Context: an optimization exercise on an open-source flow, tuned for small area, a short achievable clock period and few clock cycles per item. The choices shown serve that exercise and are no tape-out recipe.
No run shown here included a check of the RTL's function; only the layout flow was run.

File: config.mk
export PLATFORM = sky130hd
export DESIGN_NAME = div
export DESIGN_NICKNAME = div
export VERILOG_FILES = /design/flow/design.v
export SDC_FILE = /design/flow/constraint.sdc
export NUM_CORES = 4
export LEC_CHECK = 0
export CAP_MARGIN = 20
export CORE_MARGIN = 2
export CORE_UTILIZATION = 40
export SLEW_MARGIN = 20
File: standard.sh
#!/bin/bash
# synth_recipe.tcl (not shown) runs the flow's synth.tcl, then flattens the netlist and writes it again
# the make line also repeats each setting of config.mk as NAME=value (left out here)
make -C /OpenROAD-flow-scripts/flow DESIGN_CONFIG=/design/flow/config.mk WORK_HOME=/design/flow/orfs CLKGATE_MAP_FILE= SYNTH_SCRIPT=/design/flow/synth_recipe.tcl "${@:-finish}"
File: flow/run.sh
#!/bin/bash
set -euo pipefail
MARGIN=8.3
bash standard.sh synth > synth.log 2>&1
bash standard.sh SETUP_SLACK_MARGIN=$MARGIN "BUFFER_PORTS_ARGS=-buffer_cell sky130_fd_sc_hd__buf_1" finish > layout.log 2>&1
File: design.v
module div_find_ones (
    input wire [32-1 : 0]  data_in,
    output wire [4:0]               lz,
    output wire                     zero
);
wire [3:0] v;         
wire [2:0] z [0:3];   
genvar j;
generate
    for (j = 0; j < 4; j = j + 1) begin : byte_lz
        wire [7:0] b  = data_in[8*j+7 : 8*j];
        wire       z2 = ~|b[7:4];
        wire [3:0] n  = z2 ? b[3:0] : b[7:4];
        wire       z1 = ~|n[3:2];
        wire [1:0] t  = z1 ? n[1:0] : n[3:2];
        assign v[j] = |b;
        assign z[j] = {z2, z1, ~t[1]};
    end
endgenerate
assign zero   = ~|v;
assign lz[4]  = ~v[3] & ~v[2];
assign lz[3]  = ~v[3] & (v[2] | ~v[1]);
assign lz[2:0] = v[3] ? z[3] : v[2] ? z[2] : v[1] ? z[1] : z[0];
endmodule
module div_add_ks #(parameter W = 34) (
    input  wire [W-1:0] a,
    input  wire [W-1:0] b,
    input  wire         cin,
    output wire [W-1:0] sum
);
localparam [63:0] BM0 = 64'h5555555555555555;
localparam [63:0] UP0 = 64'haaaaaaaaaaaaaaaa;
localparam [63:0] BM1 = 64'h2222222222222222;
localparam [63:0] UP1 = 64'hcccccccccccccccc;
localparam [63:0] BM2 = 64'h0808080808080808;
localparam [63:0] UP2 = 64'hf0f0f0f0f0f0f0f0;
localparam [63:0] BM3 = 64'h0080008000800080;
localparam [63:0] UP3 = 64'hff00ff00ff00ff00;
localparam [63:0] BM4 = 64'h0000800000008000;
localparam [63:0] UP4 = 64'hffff0000ffff0000;
localparam [63:0] BM5 = 64'h0000000080000000;
localparam [63:0] UP5 = 64'hffffffff00000000;
function [W-1:0] add_sk(input [W-1:0] x, input [W-1:0] y, input c);
    reg [W:0] g, p, gs, ps;
    begin
        g = {x & y, c};
        p = {x ^ y, 1'b0};
        gs = (g & BM0[W:0]) << 1;
        ps = (p & BM0[W:0]) << 1;
        g = g | (p & gs);
        p = p & (ps | ~UP0[W:0]);
        gs = (g & BM1[W:0]) << 1;
        ps = (p & BM1[W:0]) << 1;
        gs = gs | (gs << 1);
        ps = ps | (ps << 1);
        g = g | (p & gs);
        p = p & (ps | ~UP1[W:0]);
        gs = (g & BM2[W:0]) << 1;
        ps = (p & BM2[W:0]) << 1;
        gs = gs | (gs << 1);
        ps = ps | (ps << 1);
        gs = gs | (gs << 2);
        ps = ps | (ps << 2);
        g = g | (p & gs);
        p = p & (ps | ~UP2[W:0]);
        gs = (g & BM3[W:0]) << 1;
        ps = (p & BM3[W:0]) << 1;
        gs = gs | (gs << 1);
        ps = ps | (ps << 1);
        gs = gs | (gs << 2);
        ps = ps | (ps << 2);
        gs = gs | (gs << 4);
        ps = ps | (ps << 4);
        g = g | (p & gs);
        p = p & (ps | ~UP3[W:0]);
        gs = (g & BM4[W:0]) << 1;
        ps = (p & BM4[W:0]) << 1;
        gs = gs | (gs << 1);
        ps = ps | (ps << 1);
        gs = gs | (gs << 2);
        ps = ps | (ps << 2);
        gs = gs | (gs << 4);
        ps = ps | (ps << 4);
        gs = gs | (gs << 8);
        ps = ps | (ps << 8);
        g = g | (p & gs);
        p = p & (ps | ~UP4[W:0]);
        gs = (g & BM5[W:0]) << 1;
        ps = (p & BM5[W:0]) << 1;
        gs = gs | (gs << 1);
        ps = ps | (ps << 1);
        gs = gs | (gs << 2);
        ps = ps | (ps << 2);
        gs = gs | (gs << 4);
        ps = ps | (ps << 4);
        gs = gs | (gs << 8);
        ps = ps | (ps << 8);
        gs = gs | (gs << 16);
        ps = ps | (ps << 16);
        g = g | (p & gs);
        p = p & (ps | ~UP5[W:0]);
        add_sk = (x ^ y) ^ g[W-1:0];
    end
endfunction
assign sum = add_sk(a, b, cin);
endmodule
module div (
    input wire                      clk,
    input wire                      rst_n,
    input wire                      div_start,
    input wire [2:0]                div_opcode,
    input wire [32-1 : 0]  div_divident,
    input wire [32-1 : 0]  div_divisor,
    output wire [32-1 : 0] div_quotient,
    output wire [32-1 : 0] div_remainder,
    output wire                     div_finish
);
reg st_idle, st_abs, st_shift, st_iter, st_fix, st_done;
reg [31:0] rem_r;     
reg [33:0] dsr_r;     
reg [31:0] quo_r;
reg [4:0]  lza_r;     
reg [4:0]  lzb_r;     
reg        sa_r;      
reg        sb_r;      
reg        cin_r;     
reg        neg_q;     
reg        neg_r;     
wire load = st_idle | st_done;
wire start_signed = (div_opcode == 3'd1);
wire start_sa     = start_signed & div_divident[31];
wire start_sb     = start_signed & div_divisor[31];
wire [31:0] rem_neg = ~rem_r + 32'd1;
wire [4:0] lz_in_a, lz_in_b, lz_neg_a, lz_neg_b;
wire       z_in_a, z_in_b, z_neg_a, z_neg_b;
div_find_ones u_lz_in_a  (.data_in(div_divident),  .lz(lz_in_a),  .zero(z_in_a));
div_find_ones u_lz_in_b  (.data_in(div_divisor),   .lz(lz_in_b),  .zero(z_in_b));
div_find_ones u_lz_neg_a (.data_in(rem_neg),       .lz(lz_neg_a), .zero(z_neg_a));
div_find_ones u_lz_neg_b (.data_in(~dsr_r[31:0]),  .lz(lz_neg_b), .zero(z_neg_b));
wire [5:0] k6     = {1'b0, lzb_r} - {1'b0, lza_r};
wire [4:0] k      = k6[4:0];
wire       fix    = neg_r | (neg_q & ~(st_shift & zb));
wire       zb     = ~|dsr_r[31:0];    
wire       sh_end = st_shift & (zb | k6[5]);
wire       it_end = st_iter & (lzb_r == 5'd0);
wire        fill = ~sb_r;
wire [33:0] s_in = {2'b11, dsr_r[31:0] ^ {32{~sb_r}}};
wire [33:0] s0 = k[0] ? {s_in[32:0], fill}    : s_in;
wire [33:0] s1 = k[1] ? {s0[31:0], {2{fill}}}   : s0;
wire [33:0] s2 = k[2] ? {s1[29:0], {4{fill}}}   : s1;
wire [33:0] s3 = k[3] ? {s2[25:0], {8{fill}}}   : s2;
wire [33:0] s4 = k[4] ? {s3[17:0], {16{fill}}}  : s3;
wire [33:0] sum;
div_add_ks #(.W(34)) u_add (.a({2'b00, rem_r}), .b(dsr_r), .cin(cin_r), .sum(sum));
wire        qbit = ~sum[33];
always @(posedge clk or negedge rst_n) begin
    if (!rst_n) begin
        st_idle  <= 1'b1;
        st_abs   <= 1'b0;
        st_shift <= 1'b0;
        st_iter  <= 1'b0;
        st_fix   <= 1'b0;
        st_done  <= 1'b0;
    end else begin
        st_idle  <= (st_idle | st_done) & ~div_start;
        st_abs   <= div_start & (start_sa | start_sb);
        st_shift <= (div_start & ~(start_sa | start_sb)) | st_abs;
        st_iter  <= (st_shift & ~(zb | k6[5])) | (st_iter & (lzb_r != 5'd0));
        st_fix   <= (sh_end | it_end) & fix;
        st_done  <= st_fix | ((sh_end | it_end) & ~fix);
    end
end
always @(posedge clk) begin
    if (load) begin
        rem_r <= div_divident;
        dsr_r <= {2'b00, div_divisor};
        lza_r <= lz_in_a;
        lzb_r <= lz_in_b;
        sa_r  <= start_sa;
        sb_r  <= start_sb;
        cin_r <= ~start_sb;
        neg_q <= start_sa ^ start_sb;
        neg_r <= start_sa;
    end
    if (st_abs) begin
        if (sa_r) begin
            rem_r <= rem_neg;
            lza_r <= lz_neg_a;
        end
        if (sb_r) lzb_r <= lz_neg_b;
    end
    if (st_shift) begin
        dsr_r <= s4;
        lzb_r <= k;
        quo_r <= {32{zb}};
        if (zb) neg_q <= 1'b0;
    end
    if (st_iter) begin
        if (qbit) rem_r <= sum[31:0];
        quo_r <= {quo_r[30:0], qbit};
        dsr_r <= {dsr_r[33], dsr_r[33:1]};
        lzb_r <= lzb_r - 5'd1;
    end
    if (st_fix) begin
        if (neg_r) rem_r <= rem_neg;
        if (neg_q) quo_r <= ~quo_r + 32'd1;
    end
end
assign div_quotient  = quo_r;
assign div_remainder = rem_r;
assign div_finish    = st_done;
endmodule
File: constraint.sdc
create_clock -name core_clock -period 12.0 [get_ports {clk}]
set_input_delay 2.4000 -clock core_clock [delete_from_list [all_inputs] [get_ports {clk}]]
set_output_delay 2.4000 -clock core_clock [all_outputs]
set_load 0.01 [all_outputs]
==> run notes, run 1 <==
Cells and area:
- The total number of nets in the final design is 1750.
- Of the cells placed in the final design, the portion with a size suffix greater than 1 is 12.4%.
- Fill cells in the final layout number 2899.
- The antenna cell count is 0.
- The sequential standard cell area is 2790 sq um.
- Compared with the post-synthesis result, the final layout area differs by 18.6%.
- Summing all multi-input logic gate instances after layout gives 8810 sq um.

CTS:
- TritonCTS built the clock tree.
- The tree is rooted in a sky130_fd_sc_hd__clkbuf_16.
- The clock drives 118 sinks.
- The insertion delay to the later sink of the worst-skew pair is 0.43 ns.
- In this run the deepest clock path goes through 2 buffers.
- Clock tree synthesis inserted a total of 17 buffers.
- The H-tree generated during clock tree synthesis spans 4 levels.
- The post-CTS clock slew at the launch and capture registers of the worst setup and hold paths is 0.06 ns.

Synth:
- Yosys printed 3 warnings.
- By instance count, the leading cell after synthesis is sky130_fd_sc_hd__nand2_1.
- The share of the yosys chip area belonging to registers is 23.7%.
- The average footprint of a synthesized cell is 7.72 sq um.
- The number of different library cells in the post-synthesis netlist is 83.
- The top cell type by total area after synthesis is sky130_fd_sc_hd__dfxtp_1.
- The flip-flop and latch count after synthesis is 118.
- Ranked by total cell area, the synthesized netlist is headed by sky130_fd_sc_hd__dfxtp_1 12%, sky130_fd_sc_hd__edfxtp_1 10%, sky130_fd_sc_hd__a21oi_1 6.6%, sky130_fd_sc_hd__xnor2_1 5.3%, sky130_fd_sc_hd__nand2_1 5.1%.
- Synthesis produced a netlist with a net count of 1640.
- In this run, synthesis inferred 39 flip-flops with an integrated enable.
- In the synthesized netlist, the number of instances is 1523.
- The top cell type's share of synthesized area is 12.4%.
- The share of synthesized flip-flops with an asynchronous set or reset is 5.08%.
- The most instantiated flip-flop cell in the synthesis netlist is sky130_fd_sc_hd__dfxtp_1.
- In the synthesized netlist, the cells that appear most often are 159 x sky130_fd_sc_hd__nand2_1, 155 x sky130_fd_sc_hd__a21oi_1, 144 x sky130_fd_sc_hd__nor2_1.
- The post-synthesis instance area is 11800 sq um.

Setup path:
- The endpoint class of the critical path is a flop.
- At the worst endpoint, the required time is 12.37 ns.
- The category of the worst setup path launch point is an input port.
- The worst setup path is of the in -> reg kind.
- The maximum fanout encountered on the critical timing path is 3.
- Data arrives at the worst endpoint at 4.21 ns.

Drt:
- Before antenna repair, the detailed router went through 6 iterations.
- The detailed-route DRC error count is 0.
- In this run the remaining antenna-violating nets after routing total 0.
- The total wire length after detailed routing is 43.3 mm.
- The post-detailed-route via-to-cell ratio is 6.24.
- In this run, the number of DRC markers left after iteration 0 of detailed routing was 1545.
- The total via count in the routed design is 12700.
- The routed length per instance is 21.3 um.

Timing:
- The number of pins exceeding their max-slew limit in the final report is 0.
- The final clock period utilization by the worst path is 32.0%.
- On the final layout, the worst clock skew is 0.0178 ns.
- Setup repair after global routing could not meet its margin everywhere.
- The fmax is 260 MHz.
- The final-report setup violation count is 0.
- The total negative slack for setup checks is 0 ns.
- The tightest slew margin relative to the limit is 24.7%.
- Across all setup checks in the final design, the least slack found is 8.16 ns.
- At the pin with the least slew margin, the transition time is 1.13 ns.
- The routed design could run at a clock period as short as 3.84 ns.
- The final count of hold timing violations is 0.

Global routing:
- The global routing usage summed across all routing layers is 27.4%.
- Summed over all layers, the global routing overflow is 0.
- The number of antenna violations at the first check in global routing is 0.
- The first global-routing pass estimated 66.8 mm of wire.
- Entering global routing, the biggest net connects 76 pins.
- The via count of the first global-routing pass came to 11700.

Floorplan:
- In this run the standard cell core region covers 28900 sq um.
- The die footprint is 30800 sq um.
- Pin placement for this block handled 135 I/O pins.
- The overall die width is 175 um.
- The floorplan step set the die height to 175 um.
- The number of cell rows is 62.
- The effective utilization at floorplan is 40.8%.

Outcome:
- The run finished with no timing, DRC or antenna violations.

Placement:
- The final weighted congestion in routability-driven placement is 0.922.
- The total half-perimeter wirelength after legalization and detailed placement is 31.1 mm.
- Before CTS, the worst setup slack after placement is 7.32 ns.
- Buffers placed on the I/O ports in this run total 134.

Job:
- The number of max-capacitance violations reported is 0.

Min path:
- The worst hold path belongs to the class reg -> reg.
==> per-stage QoR <==
stage	std cells	hold WS [ns]	area (sq um)	util (%)
finish	2029	0.489	14000	48.3
global placement	1959	0.461	12600	43.7
CTS	2003	0.476	13500	46.8
floorplan	1523	0.441	11800	-
detailed placement	1959	0.468	12600	43.7
global route	2029	0.517	14000	48.3
==> sequential cells by signal, indices dropped and copies added, names as in the netlist <==
name	count
dsr_r	34
quo_r	32
rem_r	32
lza_r	5
lzb_r	5
cin_r	1
neg_q	1
neg_r	1
sb_r	1
st_abs	1
st_done	1
st_fix	1
st_idle	1
st_iter	1
st_shift	1
==> placed cells by master, fill, tap and decap left out, types with 14 or more instances in the layout <==
master                      netlist  routed
sky130_fd_sc_hd__mux2i_1         57      55
sky130_fd_sc_hd__mux4_2          15      15
sky130_fd_sc_hd__buf_4            0      54
sky130_fd_sc_hd__dfxtp_1         73      73
sky130_fd_sc_hd__a31oi_1         14      14
sky130_fd_sc_hd__xnor2_1         71      66
sky130_fd_sc_hd__inv_1           54      53
sky130_fd_sc_hd__a221oi_1        44      40
sky130_fd_sc_hd__o21ai_0         68      63
sky130_fd_sc_hd__and2_1          14      14
sky130_fd_sc_hd__nand2_1        159     156
sky130_fd_sc_hd__edfxtp_1        39      39
sky130_fd_sc_hd__nor2_1         144     143
sky130_fd_sc_hd__nor3_1          49      48
sky130_fd_sc_hd__and3_1          20      19
sky130_fd_sc_hd__nand3_1         33      32
sky130_fd_sc_hd__xor2_1          43      42
sky130_fd_sc_hd__nand4_1         14      14
sky130_fd_sc_hd__buf_1           11     125
sky130_fd_sc_hd__or3_1           14      14
sky130_fd_sc_hd__a21oi_1        155     148
sky130_fd_sc_hd__o211ai_1        17      17
sky130_fd_sc_hd__a211oi_1        34      32
sky130_fd_sc_hd__ha_1            41      38
sky130_fd_sc_hd__a21o_1          23      23
sky130_fd_sc_hd__nor4_1          34      21
sky130_fd_sc_hd__clkbuf_16        0      20
==> routing by layer <==
metal	up-vias	wire length (um)	track usage [%]
met5	-	0	0
met4	0	1110	9.16
met3	68	3610	4.48
met2	583	19000	41.6
met1	6030	19500	39.5
li1	5976	-	-
==> worst paths after layout <==
| check | start | endpoint | slack, ns | depth (start not counted) |
|---|---|---|---|---|
| setup / recovery | div_divisor[30] | lzb_r[0] | 8.16 | 11 |
| hold / removal | neg_q | neg_q | 0.49 | 2 |
| setup reg to reg | lzb_r[0] | dsr_r[26] | 8.38 | 13 |
| hold reg to reg | neg_q | neg_q | 0.49 | 2 |
| max in group asynchronous | rst_n | st_idle | 9.86 | 1 |
| min in group asynchronous | rst_n | st_done | 1.85 | 1 |
==> cell families after synthesis <==
family                     synth area share [%]
and+or+nand+nor                            22.9
AOI/OAI and AO/OA                          26.3
muxes                                      8.01
adders and majority gates                  5.38
DFF                                        23.7
buffers and inverters                      5.19
xor gates and xnor gates                   8.63
==> critical path: stages <==
cell and delay, ns:
sky130_fd_sc_hd__buf_8 0.10, sky130_fd_sc_hd__nor4_4 0.28, sky130_fd_sc_hd__nor2b_4 0.19, sky130_fd_sc_hd__nor4b_4 0.21, sky130_fd_sc_hd__buf_4 0.16, sky130_fd_sc_hd__buf_4 0.11, sky130_fd_sc_hd__nand4_1 0.15, sky130_fd_sc_hd__o21ai_2 0.24
sky130_fd_sc_hd__a2111oi_4 0.05, sky130_fd_sc_hd__a211oi_2 0.18, sky130_fd_sc_hd__o31a_1 0.13
==> timing repair <==
action,in CTS,in global routing
setup endpoints to repair,43,63
buffers inserted,13,26
pin swaps,18,18
gates resized for setup,40,55
hold buffers,0,0
==> cell type report <==
type	count	share of cell area, %
clock buffers	26	4.04
inverters	56	1.53
repair buffers	193	7.42
flip-flops and latches	118	20.0
well taps	384	3.44
multi-input cells	1247	63.2
clock inverters	5	0.413
==> inputs of run 2 (changes only) <==
--- a/config.mk
+++ b/config.mk
@@ -9,3 +9,3 @@
 export CORE_MARGIN = 2
-export CORE_UTILIZATION = 40
+export CORE_UTILIZATION = 55
 export SLEW_MARGIN = 20
==> run 2 against run 1 <==
Effect of this change: routed wire length is 3.6% lower; hold slack worse by 0.0096 ns; critical path depth is 1 lower; via count is 1.4% higher; sequential share of layout area is 0.60 points higher; register-to-register slack worse by 0.05 ns; first-iteration DRC count is 5.6% lower; critical path type unchanged; critical endpoint unchanged; highest routed layer unchanged.
==> run notes, run 2 <==
Outcome:
- The run finished with no timing, DRC or antenna violations.

Global routing:
- Entering global routing, the biggest net connects 102 pins.
- The via count of the first global-routing pass is 11300.
- The global route total overflow is 0.
- The number of antenna violations at the first check in global routing is 0.
- The first global-routing pass estimated 63.4 mm of wire.
- Across every metal layer, demand over resource in global routing totals 36.0%.

Setup path:
- The slowest cell on the critical path is sky130_fd_sc_hd__nor4_4.
- Data on the critical path is required at its endpoint by 12.37 ns.
- The critical path contains buffers and inverters numbering 2 combined.
- Of all nets on the critical path, the largest fanout is 4.
- The worst setup path is captured at a flop.
- The family with the most delay on the worst path is simple AND/OR/NAND/NOR gates.
- The category of the worst setup path launch point is an input port.
- The arrival time of data at the critical path endpoint is 4.26 ns.
- For this run, the slowest stage of the critical path takes 0.30 ns.
- The signal on the critical path passes through buf_8, nor4_4, nor2b_4, nor4b_4, buf_4, nand4_1, a21oi_1, a2111oi_1, a211oi_1, o31a_1.
- The critical path start-end classification is in -> reg.

CTS:
- Clock latency on the worst-skew pair, taken at its later pin, is 0.43 ns.
- After clock tree synthesis, the clock-pin slew on the worst setup and hold paths is 0.06 ns.
- The number of H-tree levels is 4.
- The CTS sink count is 118.
- TritonCTS built the clock tree.
- Clock tree synthesis selected as its root buffer the cell sky130_fd_sc_hd__clkbuf_16.
- The buffer levels on the longest clock path is 2.
- Clock tree synthesis inserted a total of 17 buffers.

Min path:
- The worst hold path class is reg -> reg.

Synth:
- After technology mapping, the gate count stands at 1523.
- The total number of yosys warnings is 3.
- After synthesis the cells add up to 11800 sq um.
- The area fraction in compound gates after synthesis is 26.3%.
- The number of different library cells in the post-synthesis netlist is 83.
- After synthesis, the share of flip-flops with an asynchronous set or reset is 5.08%.
- The synthesized-area fraction occupied by and/or/nand/nor cells is 22.9%.
- The largest family of logic cells by synthesized area is compound AO/OA/AOI/OAI gates.
- Each instance of the synthesized netlist takes up on average 7.72 sq um.
- The top cell type's share of synthesized area is 12.4%.
- The flip-flop and latch count after synthesis is 118.
- Sequential elements use 23.7% of the synthesized area.
- The number of nets produced by synthesis is 1640.
- The count of flip-flops with a built-in enable after synthesis is 39.
- In the post-synthesis netlist, the biggest area contributors are sky130_fd_sc_hd__dfxtp_1 12%, sky130_fd_sc_hd__edfxtp_1 10%, sky130_fd_sc_hd__a21oi_1 6.6%, sky130_fd_sc_hd__xnor2_1 5.3%, sky130_fd_sc_hd__nand2_1 5.1%.
- After Yosys synthesis, full adders, half adders and majority gates account for 5.38% of the synthesized area.
- sky130_fd_sc_hd__dfxtp_1 takes more of the synthesized area than any other cell.
- The most instantiated flip-flop cell in the synthesis netlist is sky130_fd_sc_hd__dfxtp_1.
- By count the netlist is led by 159 x sky130_fd_sc_hd__nand2_1, 155 x sky130_fd_sc_hd__a21oi_1, 144 x sky130_fd_sc_hd__nor2_1.
- Yosys instantiated no cell more often than sky130_fd_sc_hd__nand2_1.
- The xor and xnor fraction of the mapped netlist area is 8.63%.
- Of the post-synthesis cell area, the part taken by muxes is 8.01%.

Cells and area:
- The top cell types in the final layout, fill and taps aside, are 157 x sky130_fd_sc_hd__nand2_1, 152 x sky130_fd_sc_hd__a21oi_1, 142 x sky130_fd_sc_hd__nor2_1.
- The most frequent standard cell in the layout excluding fill and tap cells is sky130_fd_sc_hd__nand2_1.
- The number of flip-flops under the largest register name is 34.
- The net count of the finished layout is 1741.
- The antenna cell count is 0.
- The largest registers in the layout are dsr_r (34), quo_r (32), rem_r (32).
- The most flop-heavy register is dsr_r.
- Cells with a size suffix above 1 make up 10.8% of the layout.
- The area growth from synthesis to layout is 15.1%.

Drt:
- In the routed layout, each cell is associated on average with a via count of 6.71.
- After detailed routing, the total wire length is 41.7 mm.
- The final antenna-violating net count is 0.
- Summing over every cut layer, the via total after detailed routing is 12800.
- The detailed-route DRC error count is 0.
- The routed length per instance is 21.8 um.
- The violation count after the first detailed-routing iteration is 1459.
- The number of iterations in the first detailed-routing pass is 7.

Timing:
- In this run the tightest slew margin relative to its limit is 28.0%.
- For this run, the top clock speed supported by timing is 258 MHz.
- The number of pins exceeding their max-slew limit in the final report is 0.
- Setup repair after global routing could not meet its margin everywhere.
- Across the routed clock network, the largest skew measured is 0.0161 ns.
- The final clock period utilization by the worst path is 32.4%.
- The final count of hold timing violations is 0.
- The transition time at the pin with the least slew margin is 1.08 ns.
- The final critical path time including I/O delays and setup is 3.88 ns.
- The final-report setup violation count is 0.
- The final-layout worst hold slack is 0.480 ns.
- Summed over all failing endpoints, the final setup total negative slack is 0 ns.

Floorplan:
- The floorplan die height is 150 um.
- The core region is 21000 sq um.
- In this run the count of I/O pins placed on the die edge is 135.
- The overall die width is 150 um.
- The floorplan has 53 rows.
- The effective utilization at floorplan is 55.9%.
- The die footprint is 22600 sq um.

Placement:
- The number of buffers inserted by port buffering is 134.
- The total half-perimeter wirelength after legalization and detailed placement is 30.0 mm.
- The final weighted congestion in routability-driven placement is 0.949.

Job:
- Max-cap violations in this run came to 0.
-- run 2: logic make-up (layout without fill, tap and decap cells) --
group	after synthesis	after routing
muxes	75	75
adders and majority gates	47	47
DFF	118	118
and+or+nand+nor	545	545
buffers and inverters	158	272
AOI/OAI and AO/OA	465	465
xor gates and xnor gates	115	115
-- run 2: per-stage QoR --
stage               cells  util (%)  setup slack [ns]  area [sq um]
floorplan            1523         -              7.84         11800
global placement     1851      59.4              7.52         12500
detailed placement   1851      59.4              7.32         12500
CTS                  1894      63.1              8.18         13300
global route         1912      64.4              8.05         13500
finish               1912      64.4              8.12         13500
-- run 2: routing by layer --
layer | wire length, um | track usage (%)
met5 | 0 | 0
met4 | 1420 | 13.6
met3 | 3730 | 5.09
met2 | 18700 | 56.1
met1 | 17800 | 50.8
-- run 2: tightest hold or removal path, cell delays in order (launching register included) --
cell                      delay, ns
sky130_fd_sc_hd__dfxtp_1       0.32
sky130_fd_sc_hd__nand2_1       0.06
sky130_fd_sc_hd__a21oi_1       0.05
-- run 2: path summary, 6_finish.rpt --
kind | start | to | slack, ns | cells past startpoint
max | div_divisor[30] | lzb_r[0] | 8.12 | 10
min | neg_q | neg_q | 0.48 | 2
max reg2reg | dsr_r[9] | rem_r[0] | 8.33 | 11
min reg2reg | neg_q | neg_q | 0.48 | 2
max in group asynchronous | rst_n | st_idle | 9.87 | 1
min in group asynchronous | rst_n | st_done | 1.84 | 1
-- run 2: what timing repair did --
action | CTS | global route
endpoints found under the hold margin | 0 | 0
hold buffers | 0 | 0
buffers inserted | 11 | 18
setup endpoints to repair | 49 | 61
cloned | 0 | 0
resized for setup | 29 | 29
pin swaps | 13 | 9
-- run 2: final cells by class --
type,instances,area (sq um)
Clock inverter,13,134
Timing Repair Buffer,184,920
Sequential cell,118,2790
Clock buffer,19,454
Multi-Input combinational cell,1247,8690
Inverter,56,214
Tap cell,275,344
Fill cell,1887,7480
==> inputs of run 3 (changes only) <==
--- a/config.mk
+++ b/config.mk
@@ -9,3 +9,5 @@
 export CORE_MARGIN = 2
-export CORE_UTILIZATION = 55
+export CORE_UTILIZATION = 40
+export CTS_BUF_LIST = sky130_fd_sc_hd__clkbuf_8
+export CTS_CLUSTER_SIZE = 30
 export SLEW_MARGIN = 20
==> run 3 against run 2 <==
Effect of this change: still clean; clock-buffer cell count up 2; design area up 2.0%; synthesized area unchanged; sequential share of layout area down 0.37 points; hold slack better by 0.014 ns; global-route usage down 8.6 points; flip-flop and latch count unchanged; utilization down 17 points; critical path type unchanged; critical endpoint unchanged; largest cell class unchanged.
==> run notes, run 3 <==
Setup path:
- The slowest cell on the critical path is sky130_fd_sc_hd__nor4_4.
- In this run the worst path has a maximum fanout of 3.
- At the worst endpoint, the required time is 12.34 ns.
- Traced cell by cell, the critical path runs through buf_8, nor4_4, nor2b_4, nor4b_4, buf_4, a2111oi_4, o21ai_1, o21ai_2, a2111oi_4, a211oi_2, o31a_1.
- The worst setup path is of the in -> reg kind.
- The category of the worst setup path launch point is an input port.
- At the worst endpoint, the arrival time is 4.18 ns.
- In this design, the critical path's most frequently occurring cell is sky130_fd_sc_hd__a2111oi_4.
- The endpoint class of the critical path is a flop.
- In this design, the stage delay of the slowest critical-path cell is 0.28 ns.

Cells and area:
- Compared with the post-synthesis result, the final layout area differs by 17.5%.
- The final design utilization is 47.9%.
- Ranked by flip-flop count, first place goes to dsr_r.
- The library cell used most frequently in the layout, excluding fill and tap cells, is sky130_fd_sc_hd__nand2_1.
- The largest registers in the layout are dsr_r (34), quo_r (32), rem_r (32).
- The library cells used most frequently in the layout, excluding fill and tap cells, are 157 x sky130_fd_sc_hd__nand2_1, 148 x sky130_fd_sc_hd__a21oi_1, 142 x sky130_fd_sc_hd__nor2_1.
- In the final design database the tool counted 1758 nets.
- The antenna cell count is 0.
- The number of fill cells in the layout is 2931.
- The number of flip-flops under the largest register name is 34.
- Cells with a size suffix above 1 make up 12.9% of the layout.

Global routing:
- In the global route stage, overall resource usage came out at 27.4%.
- Summed over all layers, the global routing overflow is 0.
- The via count of the first global-routing pass is 11600.
- The number of antenna violations at the first check in global routing is 0.
- The first global-routing pass estimated 66.6 mm of wire.
- The pin count of the biggest net entering global routing is 76.

Synth:
- The largest family of logic cells by synthesized area is compound AO/OA/AOI/OAI gates.
- Averaged over all synthesized cells, the footprint is 7.72 sq um.
- The most used flip-flop cell after synthesis is sky130_fd_sc_hd__dfxtp_1.
- After synthesis, the cell types taking the most area are sky130_fd_sc_hd__dfxtp_1 12%, sky130_fd_sc_hd__edfxtp_1 10%, sky130_fd_sc_hd__a21oi_1 6.6%, sky130_fd_sc_hd__xnor2_1 5.3%, sky130_fd_sc_hd__nand2_1 5.1%.
- The xor and xnor fraction of the mapped netlist area is 8.63%.
- After Yosys synthesis, full adders, half adders and majority gates account for 5.38% of the synthesized area.
- The synthesized netlist devotes 22.9% of its cell area to simple gates.
- During synthesis, Yosys emitted a total of 3 warnings.
- The top cell type's share of synthesized area is 12.4%.
- The commonest cells after synthesis are 159 x sky130_fd_sc_hd__nand2_1, 155 x sky130_fd_sc_hd__a21oi_1, 144 x sky130_fd_sc_hd__nor2_1.
- The top cell type by total area after synthesis is sky130_fd_sc_hd__dfxtp_1.
- The post-synthesis instance area is 11800 sq um.
- The flip-flop and latch count after synthesis is 118.
- Synthesis handed over a netlist of 1523 instances.
- The count of flip-flops with a built-in enable after synthesis is 39.
- The synthesized netlist devotes 26.3% of its cell area to compound gates.
- The number of nets produced by synthesis is 1640.
- Synthesis instantiated 83 different standard cells from the library.
- By instance count, the leading cell after synthesis is sky130_fd_sc_hd__nand2_1.
- After synthesis, the share of cell area in mux cells is 8.01%.
- For this run, asynchronously set or reset flops after synthesis account for 5.08%.
- The share of the yosys chip area belonging to registers is 23.7%.

Placement:
- OpenSTA, run right after detailed placement, puts the worst setup slack at 7.32 ns.
- The final weighted congestion in routability-driven placement is 0.922.
- The total half-perimeter wirelength after legalization and detailed placement is 31.1 mm.
- The count of buffers added on input and output ports is 134.

CTS:
- The root cell of the clock tree is sky130_fd_sc_hd__clkbuf_8.
- Clock-pin slew was measured on the worst setup and hold paths at 0.08 ns.
- In this run, CTS created clock tree buffers numbering 17.
- The buffer levels on the longest clock path is 2.
- The CTS sink count is 118.
- TritonCTS built the clock tree.
- The insertion delay to the later sink of the worst-skew pair is 0.45 ns.
- The clock tree synthesis step divided the H-tree into 4 levels.
- Buffers inserted to repair hold after CTS numbered 0.

Drt:
- The post-detailed-route via-to-cell ratio is 6.21.
- Once detail routing completed, the nets flagged for antenna violations numbered 0.
- For this block, the via count after detailed routing is 12600.
- In the final routed layout, each cell accounts on average for 21.2 um.
- For this run, the detailed router's first-pass iteration total came to 8.
- The first routing iteration left 1402 violations.
- The total wire length after detailed routing is 43.1 mm.
- The detailed-route DRC error count is 0.

Timing:
- The worst pin sits at a relative slew slack of 38.1%.
- The least setup slack across all paths after layout is 8.17 ns.
- The final clock period utilization by the worst path is 32.0%.
- For the final routed database, the setup TNS stands at 0 ns.
- The final-report setup violation count is 0.
- After layout, the minimum clock period comes to 3.83 ns.
- The final setup skew is 0.0218 ns.
- For the pin with the worst max-slew slack, the measured transition is 0.920 ns.
- The fmax is 261 MHz.
- The final count of hold timing violations is 0.
- Hold is met by 0.493 ns.
- The number of pins exceeding their max-slew limit in the final report is 0.
- Setup repair after global routing could not meet its margin everywhere.

Floorplan:
- After floorplanning, the core was divided into 62 placement rows.
- The die footprint is 30800 sq um.
- For this design the top-level I/O count stands at 135.
- The overall die width is 175 um.
- The core region is 28900 sq um.
- The effective utilization at floorplan is 40.8%.
- In this run the vertical extent of the chip is 175 um.

Outcome:
- The flow ran to the end and the layout has no timing, DRC or antenna violations.

Job:
- The number of max-capacitance violations reported is 0.

Min path:
- The path class of the tightest hold or removal check is reg -> reg.
==> run 3: cell counts after synthesis <==
Identical to the previous run, type by type.
==> run 3: critical path: cells and delay by family <==
| family | cells | cell delay [ns] |
|---|---|---|
| buf+inv | 2 | 0.27 |
| simple gates | 3 | 0.68 |
| compound gates | 6 | 0.82 |
==> run 3: layout make-up <==
type / count / area (sq um) / share of cell area (%)
Multi-Input combinational cell: 1247 / 8820 / 63.8
Sequential cell: 118 / 2790 / 20.2
Timing Repair Buffer: 201 / 1060 / 7.71
Tap cell: 384 / 480 / 3.48
Clock buffer: 21 / 289 / 2.09
Inverter: 56 / 214 / 1.55
Clock inverter: 10 / 155 / 1.12
==> run 3: cell families (layout without fill, tap and decap cells) <==
family	after synthesis	after routing
adder cells (fa/ha/maj)	47	47
AND/OR/NAND/NOR	545	545
multiplexers	75	75
buffers and inverters	158	288
AO/OA/AOI/OAI	465	465
flip-flops	118	118
XOR/XNOR	115	115
==> run 3: per-layer routing <==
layer	vias to the layer above	global-route usage [%]	part of all wire, %
met1	5995	39.1	45
li1	5971	-	-
met5	-	0	0
met3	69	5.24	8.9
met4	0	9.57	2.8
met2	611	41.1	44
==> run 3: final timing paths <==
kind                                  from        end  slack [ns]  depth (start not counted)
setup / recovery           div_divisor[30]   lzb_r[0]        8.17                         11
setup reg to reg                  lzb_r[0]  dsr_r[26]        8.40                         13
hold reg to reg                      neg_q      neg_q        0.49                          2
hold / removal                       neg_q      neg_q        0.49                          2
min in group asynchronous            rst_n    st_done        1.83                          1
max in group asynchronous            rst_n    st_iter        9.88                          1
==> run 3: per-stage QoR <==
step	instances	cell area (sq um)
2_1_floorplan	1523	11800
3_3_place_gp	1959	12600
3_5_place_dp	1959	12600
4_1_cts	2002	13300
5_1_grt	2037	13800
6_report	2037	13800
==> run 3: timing repair <==
item	CTS	global route
setup endpoints to repair	43	74
pin swaps	18	17
resized for setup	35	54
endpoints found under the hold margin	0	0
setup buffers	12	35

==> port drivers added, routing unchanged <==
No port has a modelled driver above. Below, the same layouts with a new extraction and two added sets of constraints. Step 1 sets driving cells, clkbuf_16 on the clock port and buf_2 on the other inputs (assumed; they add their load-dependent delay and slew). Step 2 also shifts input and output timing later by t, the mid clock arrival at the registers, as if the neighbouring blocks saw the same clock. Slacks: ideal ports / drivers / drivers and shift; pairs: ideal ports / drivers.
run | t, ns | setup WS [ns] | worst setup path after step 2 | slew at the worst register clock pin (ns) | cell pins on the clock port's net
run 1 | 0.470 | 8.157 / 8.167 / 7.697 | input to register | 0.06 / 0.06 | 1
run 2 | 0.472 | 8.117 / 8.126 / 7.655 | input to register | 0.07 / 0.07 | 1
run 3 | 0.485 | 8.165 / 8.170 / 7.685 | input to register | 0.08 / 0.08 | 1
After both steps setup and hold are still met in every run listed. For run 3, which loses most, drivers alone change the setup slack by +0.005 ns; drivers and shift together by -0.480 ns.
